Context: an optimization exercise on an open-source flow, tuned for small area. The choices shown serve that exercise and are no tape-out recipe.
The RTL was checked by simulation tests, not by an equivalence proof against the original design.
Power figures rest on the tool's default switching activity, not on a simulated workload.

==> flow/design.v <==
module final_top(
    input freqIn,
    input clk,
    input rst,
    input ips_r, ips_L, ips_a,
    input obs_det,
    output RMF,RMB,LMF,LMB, LM_pwm,RM_pwm,  
    output select0,
    output select1,
    output reg select2,
    output reg select3,
    output EO,
    output [3:0]an, 
    output a, b, c, d, e, f, g 
    );
    reg [24:0] red;
    reg [24:0] green;
    reg [24:0] blue;
    reg prevFreq;
    reg [21:0] counter;
    reg [21:0] clkCount;
    reg [24:0] freqCount;
    reg [24:0] freq;
    reg [6:0]sseg_temp;
    reg [1:0] colState;
    reg[20:0] counter_r;
    reg[20:0] counter_L;
    reg[22:0] pulsewidth_r;
    reg[22:0] pulsewidth_L;
    reg RM_pwm_temp;
    reg LM_pwm_temp;
    reg [2:0] motor_temp;
    reg RMF_temp, RMB_temp, LMF_temp, LMB_temp;
    reg [2:0] state_temp;
    reg [2:0] state_cur;
    reg [2:0] pwm_state;
    reg green_state;
    reg red_state;
    reg blue_state;
    assign EO = 0;
    assign select0 = 1;
    assign select1 = 0;
    assign an = 4'b0111;
    always@ (posedge clk)
    begin
        if(rst)
        begin
            counter <= 0;
            prevFreq <= 0;
            freqCount <= 0;
            freq <= 0;
        end
        else
        begin
            prevFreq <= freqIn;
            if(counter == 3_125_000)
            begin
                freq <= freqCount << 5;
                freqCount <= (freqIn == 1 && prevFreq == 0) ? 25'd1 : 25'd0;
                counter <= 0;
            end
            else
            begin
                counter <= counter + 1;
                if(freqIn == 1 && prevFreq == 0)
                    freqCount <= freqCount + 1;
            end
        end
    end
    always@(posedge clk)
    begin
        if(rst)
        begin
            counter_r <= 0;
            RM_pwm_temp <= 0;
        end
        else
        begin
            if(counter_r == 1666667)
                counter_r <= 0;
            else
                counter_r <= counter_r +1;
            if(counter_r < pulsewidth_r)
                RM_pwm_temp <= 1;
            else
                RM_pwm_temp <= 0;
        end
    end
    always@(posedge clk)
    begin
        if(rst)
        begin
            counter_L <= 0;
            LM_pwm_temp <= 0;
        end
        else
        begin
            if(counter_L == 1666667)
                counter_L <= 0;
            else
                counter_L <= counter_L +1;
            if(counter_L < pulsewidth_L)
                LM_pwm_temp <= 1;
            else
                LM_pwm_temp <= 0;
        end
    end
    always@ (posedge clk)
    begin
    if(rst)
    begin
        red <= 0;
        green <= 0;
        blue <= 0;
        clkCount <= 0;
        colState <= 0;
        select2 <= 0;
        select3 <= 0;
        sseg_temp <= 7'b0111111;
        red_state <= 0;
        green_state <= 0;
        blue_state <= 0;
    end
    else
    case(colState)
    0 : begin  
            clkCount <= clkCount + 1;
            if(clkCount == 3_125_000)
            begin 
                red <= freq;
                clkCount <= 0;
                colState <= 1;
                select2 <= 0;
                select3 <= 1;
            end
        end
    1 : begin  
            clkCount <= clkCount + 1;
            if(clkCount == 3_125_000)
            begin
                blue <= freq;
                clkCount <= 0;
                colState <= 2;
                select2 <= 1;
                select3 <= 1;
            end
        end
    2 : begin
            clkCount <= clkCount + 1;
            if(clkCount == 3_125_000)
            begin
                green <= freq;
                clkCount <= 0;
                colState <= 3;
                select2 <= 0;
                select3 <= 0;
            end
        end
    3: begin
         if(blue < green && red > blue && blue > 1000)  
            begin
                sseg_temp   <= 7'b0000010;
                blue_state  <= 0;
                green_state <= 1;
                red_state   <= 0;
            end
         else if(red < green && red < blue && red > 700)  
            begin   
                sseg_temp   <= 7'b0101111;
                blue_state  <= 0;
                green_state <= 0;
                red_state   <= 1;
            end
         else if(green > blue && red > blue && green > 1700)  
            begin
                sseg_temp   <= 7'b0000011;
                blue_state  <= 1;
                green_state <= 0;
                red_state   <= 0;
            end
         else
            begin
                sseg_temp <= 7'b0111111;
            end
            colState <= 0;
            select2 <= 0;
            select3 <= 0;
        end
    endcase
    end
always@(*)
begin
    if(obs_det == 0)
        state_cur = 4'd1;
    else
        state_cur = state_temp;
end
always@(posedge clk)
begin
    if(rst)
    begin
        state_temp <= 0;
        motor_temp <= 0;
        pwm_state <= 0;
    end
    else
    begin
    if(obs_det == 0)
     begin
     end
    else if(red_state == 1)
     begin
          pwm_state <= 4'd6;
     end
    else if(blue_state == 1)
     begin
          pwm_state <= 4'd2;
     end
    else if(green_state == 1)
     begin
          pwm_state <= 4'd0;
     end
    case(state_cur)
        4'd0:  
         begin
           if(ips_L == 0 && ips_r == 0)
                begin
                    motor_temp <= 4'd0;
                    state_temp <= 4'd0;
                end 
          else if(ips_L == 0)
                begin                  
                    motor_temp <= 4'd1;
                    state_temp <= 4'd0;
                end
          else if(ips_r == 0)
                begin                   
                    motor_temp <= 4'd2;
                    state_temp <= 4'd0;
                end
          else
                begin
                    motor_temp <= 4'd0;
                    state_temp <= 4'd0;
                end
        end
        4'd1:  
         begin
            if(ips_a == 0)  
             begin           
                state_temp <= 4'd2;  
             end
            else 
             begin
                motor_temp <= 4'd4;  
                state_temp <= 4'd1;
             end
         end
       4'd2:  
        begin
            if(ips_r == 1)
             begin
                motor_temp <= 4'd2;
                state_temp <= 4'd2; 
             end
            else 
             begin
                state_temp <= 4'd6;                
             end
        end 
        4'd6:  
         begin
         if(ips_L == 0 && ips_r == 0)
                begin
                    motor_temp <= 4'd0;
                    state_temp <= 4'd6;
                end 
          else if(ips_L == 0)
                begin                  
                    motor_temp <= 4'd1;
                    state_temp <= 4'd6;
                end
          else if(ips_r == 0)
                begin                   
                    motor_temp <= 4'd2;
                    state_temp <= 4'd6;
                end
          else if(ips_a == 0)
           begin
                   state_temp <= 4'd2;
           end
          else
                begin
                    motor_temp <= 4'd0;
                    state_temp <= 4'd6;
                end
         end
        default:
                state_temp <= state_cur;
    endcase
    end
end
always@(*)
    begin
        case(pwm_state)
        4'd0:  
         begin
             pulsewidth_L = 1666667;
             pulsewidth_r = 1666667;
         end
        4'd1:  
         begin
            pulsewidth_L = 1333333;
            pulsewidth_r = 1333333;
         end
        4'd2:  
         begin
            pulsewidth_L = 833334;
            pulsewidth_r = 833334;
         end
        4'd3:  
         begin
            pulsewidth_L = 500000;
            pulsewidth_r = 500000;
         end
        4'd4: 
         begin
            pulsewidth_L = 333333;
            pulsewidth_r = 333333;            
         end
         4'd5:  
          begin 
            pulsewidth_L = 416666;
            pulsewidth_r = 416666;
          end
         4'd6:  
          begin
            pulsewidth_L = 0;
            pulsewidth_r = 0;
          end
         4'd7:  
          begin
            pulsewidth_L = 1083333;
            pulsewidth_r = 1083333;
          end
         default:
          begin
            pulsewidth_L = 0;
            pulsewidth_r = 0;
          end
        endcase
    end
    always@(*)
     begin 
        case(motor_temp)
            4'd0:  
                begin
                    RMF_temp  =  1;
                    RMB_temp  =  0;
                    LMF_temp  =  1;
                    LMB_temp  =  0;
                end
            4'd1:  
                begin
                    RMF_temp  =  1;
                    RMB_temp  =  0;
                    LMF_temp  =  0;
                    LMB_temp  =  1;
                end
           4'd2:  
                begin
                    RMF_temp  =  0;
                    RMB_temp  =  1;
                    LMF_temp  =  1;
                    LMB_temp  =  0;
                end
          4'd3:  
                begin
                    RMF_temp  =  0;
                    RMB_temp  =  0;
                    LMF_temp  =  0;
                    LMB_temp  =  0;
                end
          4'd4:  
                begin
                    RMF_temp  =  0;
                    RMB_temp  =  1;
                    LMF_temp  =  0;
                    LMB_temp  =  1;
                end
           default:  
                begin
                    RMF_temp  =  1;
                    RMB_temp  =  0;
                    LMF_temp  =  1;
                    LMB_temp  =  0;
                end
        endcase
     end
    assign {g, f, e, d, c, b, a} = sseg_temp;
    assign RM_pwm = RM_pwm_temp;  
    assign LM_pwm = LM_pwm_temp;  
    assign RMF = RMF_temp;
    assign RMB = RMB_temp;
    assign LMF = LMF_temp;
    assign LMB = LMB_temp;
endmodule
==> flow/run.sh <==
#!/bin/bash
# synth_recipe.tcl (not shown) runs the flow's synth.tcl, then flattens the netlist and writes it again
# the make line also repeats each setting of config.mk as NAME=value (left out here)
make -C /OpenROAD-flow-scripts/flow DESIGN_CONFIG=/design/flow/config.mk WORK_HOME=/design/flow/orfs CLKGATE_MAP_FILE= SYNTH_SCRIPT=/design/flow/synth_recipe.tcl finish
==> flow/config.mk <==
export PLATFORM = sky130hd
export DESIGN_NAME = final_top
export DESIGN_NICKNAME = final_top
export VERILOG_FILES = /design/flow/design.v
export SDC_FILE = /design/flow/constraint.sdc
export NUM_CORES = 4
export LEC_CHECK = 0
export CAP_MARGIN = 20
export CORE_MARGIN = 2
export CORE_UTILIZATION = 40
export PLACE_DENSITY = 0.6
export SLEW_MARGIN = 20
==> flow/constraint.sdc <==
create_clock -name core_clock -period 10.0 [get_ports {clk}]
set_input_delay 2.0000 -clock core_clock [delete_from_list [all_inputs] [get_ports {clk}]]
set_output_delay 2.0000 -clock core_clock [all_outputs]
set_load 0.01 [all_outputs]
==> notes.md <==
## layout make-up
type                    instances  area [um2]  share of cell area, %
clock inverters                 7        62.6                  0.518
well taps                     341         427                   3.53
inverters                      71         267                   2.21
clock buffers                  36         707                   5.85
multi-input cells            1004        6140                   50.8
repair buffers                 22         210                   1.74
flip-flops and latches        213        4260                   35.3
## kinds of logic (layout without fill, tap and decap cells)
logic type | Yosys count | after routing | share of synthesized area, %
adders and majority gates | 107 | 107 | 12.2
buffers and inverters | 124 | 136 | 5.33
muxes | 5 | 5 | 0.457
xor gates and xnor gates | 91 | 91 | 7.28
DFF | 213 | 213 | 39.0
and+or+nand+nor | 571 | 571 | 24.3
AOI/OAI and AO/OA | 221 | 221 | 11.4
other | 2 | 9 | 0.0686
## cells in the mapped netlist (9+ instances only)
library cell / n / area (um2)
nand2_1: 230 / 863
dfxtp_1: 213 / 4260
nor2_1: 143 / 537
a21oi_1: 139 / 696
ha_1: 107 / 1340
inv_1: 71 / 267
xor2_1: 65 / 569
nand3_1: 47 / 235
o21ai_0: 38 / 190
nand4_1: 33 / 206
clkbuf_1: 26 / 97.6
xnor2_1: 26 / 228
nor4_1: 18 / 113
and3_1: 17 / 106
a21o_1: 15 / 113
buf_4: 15 / 113
nor3_1: 15 / 75.1
or3_1: 12 / 75.1
nand2b_1: 9 / 56.3
## tightest hold or removal path, cell delays in order (launching register included)
cell and delay [ps]:
dfxtp_1 310, nand2_1 50, a21oi_1 50
## flip-flops by register name, summed over array words and instances, names as in the netlist, 6 cells and up
name	count
green	20
counter_L	21
clkCount	22
blue	20
freqCount	20
counter	22
freq	20
pulsewidth_r	6
counter_r	21
red	20
## metrics by stage
step	hold slack, ps	util (%)	total power, W	cells
after floorplan	432	-	0.000926	1341
after global placement	441	42.1	0.000941	1651
after detailed placement	448	42.1	0.000941	1651
after CTS	456	44.9	0.00181	1694
after global routing	488	44.9	0.00185	1694
final	453	44.9	0.00178	1694
## power breakdown
| group | total, W | switching, W | internal [W] |
|---|---|---|---|
| combinational | 0.0000566 | 0.0000346 | 0.0000220 |
| sequential | 0.000866 | 0.00000942 | 0.000856 |
| clock | 0.000862 | 0.000349 | 0.000512 |
| total | 0.00178 | 0.000393 | 0.00139 |
## layer usage
layer | part of all wire, % | global-route usage [%] | wire [um] | vias up
li1 | - | - | - | 4555
met1 | 49 | 23.7 | 11900 | 4034
met2 | 45 | 27.8 | 11000 | 111
met3 | 2.4 | 2.15 | 587 | 44
met4 | 2.7 | 5.28 | 660 | 0
met5 | 0 | 0 | 0 | -
## worst paths after layout
| check | from | end | slack, ps | cells after the start |
|---|---|---|---|---|
| setup / recovery | motor_temp[2]$_SDFFE_PP0P_ | LMB | 6150 | 5 |
| hold / removal | blue[8]$_SDFFE_PP0P_ | blue[8]$_SDFFE_PP0P_ | 450 | 2 |
| setup reg to reg | clkCount[15]$_SDFFE_PP0P_ | colState[0]$_SDFFE_PP0P_ | 7060 | 6 |
| hold reg to reg | blue[8]$_SDFFE_PP0P_ | blue[8]$_SDFFE_PP0P_ | 450 | 2 |
==> impl_metrics.xml <==
<?xml version="1.0" encoding="UTF-8"?>
<metrics>
  <group name="worst_setup_path">
    <metric name="worst_path_cell_chain" unit="">inv_1 -&gt; nor3_1 -&gt; a21oi_1 -&gt; nor2_1 -&gt; clkdlybuf4s50_1</metric>
    <metric name="cp-start-kind" unit="">register</metric>
    <metric name="timing.critical_path.slowest_stage_cell" unit="">clkdlybuf4s50_1</metric>
    <metric name="critPathArrivalTime" unit="ps">1850</metric>
    <metric name="cp_num_buf_inv" unit="">2</metric>
    <metric name="timing.critical_path.required" unit="ps">8000</metric>
    <metric name="cp_top_family" unit="">buffers and inverters</metric>
    <metric name="slowest_delay" unit="ps">540</metric>
    <metric name="critical_path_class" unit="">register to output port</metric>
    <metric name="end_kind" unit="">output port</metric>
    <metric name="worstPathMaxFanout" unit="">4</metric>
  </group>
  <group name="clock_tree">
    <metric name="cts.sinks" unit="">213</metric>
    <metric name="clock_latency" unit="ps">510</metric>
    <metric name="hold_fix_buffers_at_cts" unit="">0</metric>
    <metric name="path_clk_slew" unit="ps">60</metric>
    <metric name="cts.repair.resized" unit="">0</metric>
    <metric name="tritoncts" unit="">done</metric>
    <metric name="cts_setup_buffers" unit="">0</metric>
    <metric name="cts_max_level" unit="">1</metric>
    <metric name="cts.root.buffer_cell" unit="">clkbuf_16</metric>
    <metric name="cts-buffers-inserted" unit="">24</metric>
    <metric name="clock_path_buffers" unit="">3</metric>
  </group>
  <group name="power">
    <metric name="power_density" unit="mW/mm2">148</metric>
    <metric name="cellLeakagePower" unit="nW">4.72</metric>
    <metric name="power.ir.vdd_worst" unit="V">0.000101</metric>
  </group>
  <group name="die">
    <metric name="rows" unit="">60</metric>
    <metric name="initial_core_utilization" unit="%">40.7</metric>
    <metric name="io_pins" unit="">29</metric>
    <metric name="dieHeight" unit="um">169</metric>
    <metric name="dieWidth" unit="um">169</metric>
    <metric name="floorplan.core_area" unit="mm2">0.0269</metric>
    <metric name="dieArea" unit="mm2">0.0287</metric>
  </group>
  <group name="route">
    <metric name="drt_first_iter_violations" unit="">461</metric>
    <metric name="ant_nets" unit="">0</metric>
    <metric name="vias_per_cell" unit="">5.16</metric>
    <metric name="first_pass_iters" unit="">4</metric>
    <metric name="drcViolationCount" unit="">0</metric>
    <metric name="final_wirelength" unit="um">24100</metric>
    <metric name="detailroute.via_count" unit="">8744</metric>
    <metric name="drt-wirelength-per-cell" unit="um">14.2</metric>
  </group>
  <group name="timing">
    <metric name="fmax" unit="MHz">260</metric>
    <metric name="worstMarginPinSlew" unit="ps">1040</metric>
    <metric name="layout_min_cycle_time" unit="ps">3850</metric>
    <metric name="setup_ws" unit="ps">6150</metric>
    <metric name="max-slew-margin-rel" unit="%">31.0</metric>
    <metric name="aggregate_negative_setup_slack" unit="ps">0</metric>
    <metric name="finalClockSkew" unit="ps">9.14</metric>
    <metric name="final.period_utilization" unit="%">38.5</metric>
    <metric name="setup_repair_after_global_routing_missed_its_margin" unit="">no</metric>
    <metric name="count_of_final_hold_check_violations" unit="">0</metric>
    <metric name="slew_viol_final" unit="">0</metric>
    <metric name="finalSetupViolations" unit="">0</metric>
  </group>
  <group name="layout">
    <metric name="synthToLayoutAreaGrowth" unit="%">10.3</metric>
    <metric name="final_net_count" unit="">1450</metric>
    <metric name="fillers" unit="">2702</metric>
    <metric name="most_frequent_standard_cell_in_the_layout_excluding_fill_and_tap_cells" unit="">nand2_1</metric>
    <metric name="fraction_of_final_layout_cells_sized_beyond_drive_strength_1" unit="%">3.99</metric>
    <metric name="antenna-diode-count" unit="">0</metric>
    <metric name="mostFrequentLayoutCells" unit="">nand2_1 (230), dfxtp_1 (213), nor2_1 (143), a21oi_1 (139), ha_1 (107)</metric>
    <metric name="post-route-cell-area" unit="mm2">0.0121</metric>
  </group>
  <group name="global_route">
    <metric name="grt_antenna_before_repair" unit="">0</metric>
    <metric name="grt_first_pass_wirelength" unit="um">40800</metric>
    <metric name="remaining_global_route_overflow" unit="">0</metric>
    <metric name="grt_max_degree" unit="">59</metric>
    <metric name="number_of_global_route_vias_before_repair" unit="">8115</metric>
    <metric name="grt_usage" unit="%">17.1</metric>
  </group>
  <group name="yosys">
    <metric name="synthCells" unit="">1334</metric>
    <metric name="postSynth.topFlopCell" unit="">dfxtp_1</metric>
    <metric name="yosys_warnings" unit="">1</metric>
    <metric name="ys_types" unit="">58</metric>
    <metric name="asyncSetResetFlopFracSynth" unit="%">0</metric>
    <metric name="synth_sequential_area_ratio" unit="%">39.0</metric>
    <metric name="register_bit_count_reported_by_yosys" unit="">213</metric>
    <metric name="syn-cell-area" unit="mm2">0.0109</metric>
    <metric name="synth_edf_count" unit="">0</metric>
    <metric name="avgSynthCellArea" unit="um2">8.21</metric>
  </group>
  <group name="placed_design">
    <metric name="gp_routability_congestion" unit="">0.833</metric>
    <metric name="placement.io_buffers" unit="">19</metric>
    <metric name="place_area" unit="mm2">0.0113</metric>
    <metric name="dpl_worst_slack" unit="ps">5700</metric>
    <metric name="place_hpwl" unit="um">16900</metric>
  </group>
  <group name="min_path">
    <metric name="hold_path.class" unit="">register to register</metric>
  </group>
  <group name="status">
    <metric name="outcome" unit="">no timing/DRC/antenna violations</metric>
  </group>
  <group name="run">
    <metric name="cap_viol_max_count" unit="">0</metric>
  </group>
</metrics>

-- separate check: timing with driven ports --
How much do the figures lean on ideal ports? The routed layout below was timed once more, with nothing changed but the port constraints. Step 1 sets driving cells, clkbuf_16 on the clock port and buf_2 on the other inputs (assumed; they add their load-dependent delay and slew). Step 2 also shifts input and output timing later by t, the mid clock arrival at the registers, as if the neighbouring blocks saw the same clock. Slacks: no drivers / after step 1 / after step 2; pairs: no drivers / after step 1.
t, ns: 0.558
setup slack, ns: 6.151 / 6.103 / 5.661
hold slack, ns: 0.453 / 0.453 / 0.453
worst setup path after step 2: input to register
worst data-port slew with drivers (ns): 0.04
After both steps this run still meets setup and hold. For this run, drivers alone change the setup slack by -0.048 ns; drivers and shift together by -0.490 ns.
